This is an optimization exercise on Yosys and OpenROAD, whose aim is small area, a short achievable clock period and few clock cycles, not a production implementation.
Power figures rest on the tool's default switching activity, not on a simulated workload.

==> run a <==
## LASER
module LASER(CLK, RST, X, Y, C1X, C1Y, C2X, C2Y, DONE);
input CLK, RST;
input [3:0] X, Y;
output reg DONE;
output [3:0] C1X, C1Y, C2X, C2Y;
reg rq;
reg [3:0] xq, yq;
reg [5:0] t;
reg [2:0] ph;
reg [15:0] m0;
reg [15:0] m2;
reg [15:0] m3;
reg [15:0] m4;
reg [15:0] m5;
reg [15:0] m6;
reg [15:0] m7;
reg [15:0] m8;
reg [15:0] m9;
reg [15:0] m10;
reg [15:0] m11;
reg [15:0] m12;
reg [15:0] m13;
reg [15:0] m14;
wire we    = ~rq & (t >= 6'd1) & (t <= 6'd40);
wire keep  = ~rq & (t >= 6'd1) & (t <= 6'd55);
wire pass2 = (t >= 6'd49);
wire [3:0] prow = yq - {ph, 1'b0} - 4'd2;
wire [15:0] pdec = we ? (16'd1 << prow) : 16'd0;
always @(posedge CLK) begin
  rq <= RST;
  xq <= X;
  yq <= Y;
  if (rq) begin t <= 6'd0; ph <= 3'd0; end
  else begin t <= (t == 6'd60) ? 6'd0 : t + 6'd1; ph <= ph + 3'd1; end
end
always @(posedge CLK) m0 <= (keep ? {m0[1:0], m0[15:2]} : 16'd0) | ((xq == 4'd0) ? pdec : 16'd0);
always @(posedge CLK) m2 <= (keep ? {m2[1:0], m2[15:2]} : 16'd0) | ((xq == 4'd2) ? pdec : 16'd0);
always @(posedge CLK) m3 <= (keep ? {m3[1:0], m3[15:2]} : 16'd0) | ((xq == 4'd3) ? pdec : 16'd0);
always @(posedge CLK) m4 <= (keep ? {m4[1:0], m4[15:2]} : 16'd0) | ((xq == 4'd4) ? pdec : 16'd0);
always @(posedge CLK) m5 <= (keep ? {m5[1:0], m5[15:2]} : 16'd0) | ((xq == 4'd5) ? pdec : 16'd0);
always @(posedge CLK) m6 <= (keep ? {m6[1:0], m6[15:2]} : 16'd0) | ((xq == 4'd6) ? pdec : 16'd0);
always @(posedge CLK) m7 <= (keep ? {m7[1:0], m7[15:2]} : 16'd0) | ((xq == 4'd7) ? pdec : 16'd0);
always @(posedge CLK) m8 <= (keep ? {m8[1:0], m8[15:2]} : 16'd0) | ((xq == 4'd8) ? pdec : 16'd0);
always @(posedge CLK) m9 <= (keep ? {m9[1:0], m9[15:2]} : 16'd0) | ((xq == 4'd9) ? pdec : 16'd0);
always @(posedge CLK) m10 <= (keep ? {m10[1:0], m10[15:2]} : 16'd0) | ((xq == 4'd10) ? pdec : 16'd0);
always @(posedge CLK) m11 <= (keep ? {m11[1:0], m11[15:2]} : 16'd0) | ((xq == 4'd11) ? pdec : 16'd0);
always @(posedge CLK) m12 <= (keep ? {m12[1:0], m12[15:2]} : 16'd0) | ((xq == 4'd12) ? pdec : 16'd0);
always @(posedge CLK) m13 <= (keep ? {m13[1:0], m13[15:2]} : 16'd0) | ((xq == 4'd13) ? pdec : 16'd0);
always @(posedge CLK) m14 <= (keep ? {m14[1:0], m14[15:2]} : 16'd0) | ((xq == 4'd14) ? pdec : 16'd0);
localparam [7:0] K1_0_0 = 8'b11111111, K2_0_0 = 8'b00000101;
  ...
export LEC_CHECK = 0
export CAP_MARGIN = 20
export CORE_MARGIN = 2
export CORE_UTILIZATION = 40
export SLEW_MARGIN = 20
create_clock -name core_clock -period 6.0 [get_ports {CLK}]
run.sh (not shown) runs the stock make flow with config.mk's settings and CLKGATE_MAP_FILE= SYNTH_SCRIPT=/design/flow/synth_recipe.tcl, a recipe that flattens the netlist after the stock synthesis.
==> run b (differences from run a) <==
--- a/flow/design.v
+++ b/flow/design.v
@@ -1,42 +1,47 @@
 module LASER(CLK, RST, X, Y, C1X, C1Y, C2X, C2Y, DONE);
 input CLK, RST;
 input [3:0] X, Y;
 output reg DONE;
 output [3:0] C1X, C1Y, C2X, C2Y;
 reg rq;
-reg [3:0] xq, yq;
+reg [3:0] xq;
 reg [5:0] t;
 reg [2:0] ph;
 reg [15:0] m0;
 reg [15:0] m2;
 reg [15:0] m3;
 reg [15:0] m4;
 reg [15:0] m5;
 reg [15:0] m6;
 reg [15:0] m7;
 reg [15:0] m8;
 reg [15:0] m9;
 reg [15:0] m10;
 reg [15:0] m11;
 reg [15:0] m12;
 reg [15:0] m13;
 reg [15:0] m14;
-wire we    = ~rq & (t >= 6'd1) & (t <= 6'd40);
-wire keep  = ~rq & (t >= 6'd1) & (t <= 6'd55);
-wire pass2 = (t >= 6'd49);
-wire [3:0] prow = yq - {ph, 1'b0} - 4'd2;
-wire [15:0] pdec = we ? (16'd1 << prow) : 16'd0;
+reg we, keep, pass2, upd, upd2, clr;
+reg [3:0] yo;    
+wire [5:0] tn = rq ? 6'd0 : (t == 6'd60) ? 6'd0 : t + 6'd1;
+wire [15:0] pdec = we ? (16'd1 << yo) : 16'd0;
 always @(posedge CLK) begin
   rq <= RST;
   xq <= X;
-  yq <= Y;
-  if (rq) begin t <= 6'd0; ph <= 3'd0; end
-  else begin t <= (t == 6'd60) ? 6'd0 : t + 6'd1; ph <= ph + 3'd1; end
+  yo <= Y - {ph, 1'b0} - 4'd4;
+  t <= tn;
+  ph <= rq ? 3'd0 : ph + 3'd1;
+  we    <= ~RST & (tn >= 6'd1) & (tn <= 6'd40);
+  keep  <= ~RST & (tn >= 6'd1) & (tn <= 6'd55);
+  pass2 <= (tn >= 6'd49);
+  upd   <= ~RST & (tn >= 6'd44) & (tn <= 6'd59);
+  upd2  <= (tn >= 6'd52);
+  clr   <= RST | (tn == 6'd0);
 end
 always @(posedge CLK) m0 <= (keep ? {m0[1:0], m0[15:2]} : 16'd0) | ((xq == 4'd0) ? pdec : 16'd0);
 always @(posedge CLK) m2 <= (keep ? {m2[1:0], m2[15:2]} : 16'd0) | ((xq == 4'd2) ? pdec : 16'd0);
 always @(posedge CLK) m3 <= (keep ? {m3[1:0], m3[15:2]} : 16'd0) | ((xq == 4'd3) ? pdec : 16'd0);
 always @(posedge CLK) m4 <= (keep ? {m4[1:0], m4[15:2]} : 16'd0) | ((xq == 4'd4) ? pdec : 16'd0);
 always @(posedge CLK) m5 <= (keep ? {m5[1:0], m5[15:2]} : 16'd0) | ((xq == 4'd5) ? pdec : 16'd0);
 always @(posedge CLK) m6 <= (keep ? {m6[1:0], m6[15:2]} : 16'd0) | ((xq == 4'd6) ? pdec : 16'd0);
 always @(posedge CLK) m7 <= (keep ? {m7[1:0], m7[15:2]} : 16'd0) | ((xq == 4'd7) ? pdec : 16'd0);
@@ -255,23 +260,21 @@
 reg [2:0] rx, rr;
 reg [2:0] row1, row2;
 always @(posedge CLK) begin
   row1 <= ph; row2 <= row1; rr <= row2;
   rs <= mx; rx <= fx;
 end
 reg [4:0] b1s, b2s;
 reg [2:0] b1x, b1r, b2x, b2r;
-wire upd  = ~rq & (t >= 6'd44) & (t <= 6'd59);
-wire upd2 = (t >= 6'd52);
 wire [4:0] bs = upd2 ? b2s : b1s;
 wire [2:0] br = upd2 ? b2r : b1r;
 wire win = (rs > bs) | ((rs == bs) & (rr < br));
 always @(posedge CLK) begin
-  if (rq | (t == 6'd0)) begin
+  if (clr) begin
     b1s <= 5'd0; b1x <= 3'd0; b1r <= 3'd0;
     b2s <= 5'd0; b2x <= 3'd0; b2r <= 3'd0;
   end else if (upd & win) begin
     if (upd2) begin b2s <= rs; b2x <= rx; b2r <= rr; end
     else      begin b1s <= rs; b1x <= rx; b1r <= rr; end
   end
   DONE <= ~rq & (t == 6'd59);
 end
==> summary.txt <==
Between run b and run a, the lower clock-buffer cell count is in run b (gap 1). Of run a and run b, run b has the higher global-route usage (gap 0.37 points). Non-clock buffer count: run b is lower than run a (2). Sequential share of layout area is about the same in run a and run b. Of run a and run b, run b has the higher core utilization (gap 0.63 points). In run b the critical path depth is higher than in run a, by 1. Between run b and run a, the lower power is in run a (gap about 9%, measured against run a). Wire length: run a is smaller than run b (1.6%).
No functional check of the RTL was part of any run of this note.

-- afterwards: timing with drivers on the ports --
The results above use ideal ports. As a check the final layouts listed here were re-extracted and re-timed, cells and wires unchanged.
Step 1, drivers: a clkbuf_16 drives CLK and a buf_2 each remaining input, both assumed.
Step 2 adds t to the input delays and takes it off the output delays; t is the mean of the earliest and latest rising clock arrival at the registers after step 1. Input paths then give back, and output paths get back, about the clock's delay inside the block.
a / b / c = ideal / step 1 / step 2; a / b = the first two.
run | shift t [ns] | slack for setup (ns) | cell pins on the clock port's net
run a | 0.570 | 1.942 / 1.942 / 1.942 | 1
run b | 0.586 | 1.838 / 1.838 / 1.838 | 1
After both steps every run listed still meets setup and hold.
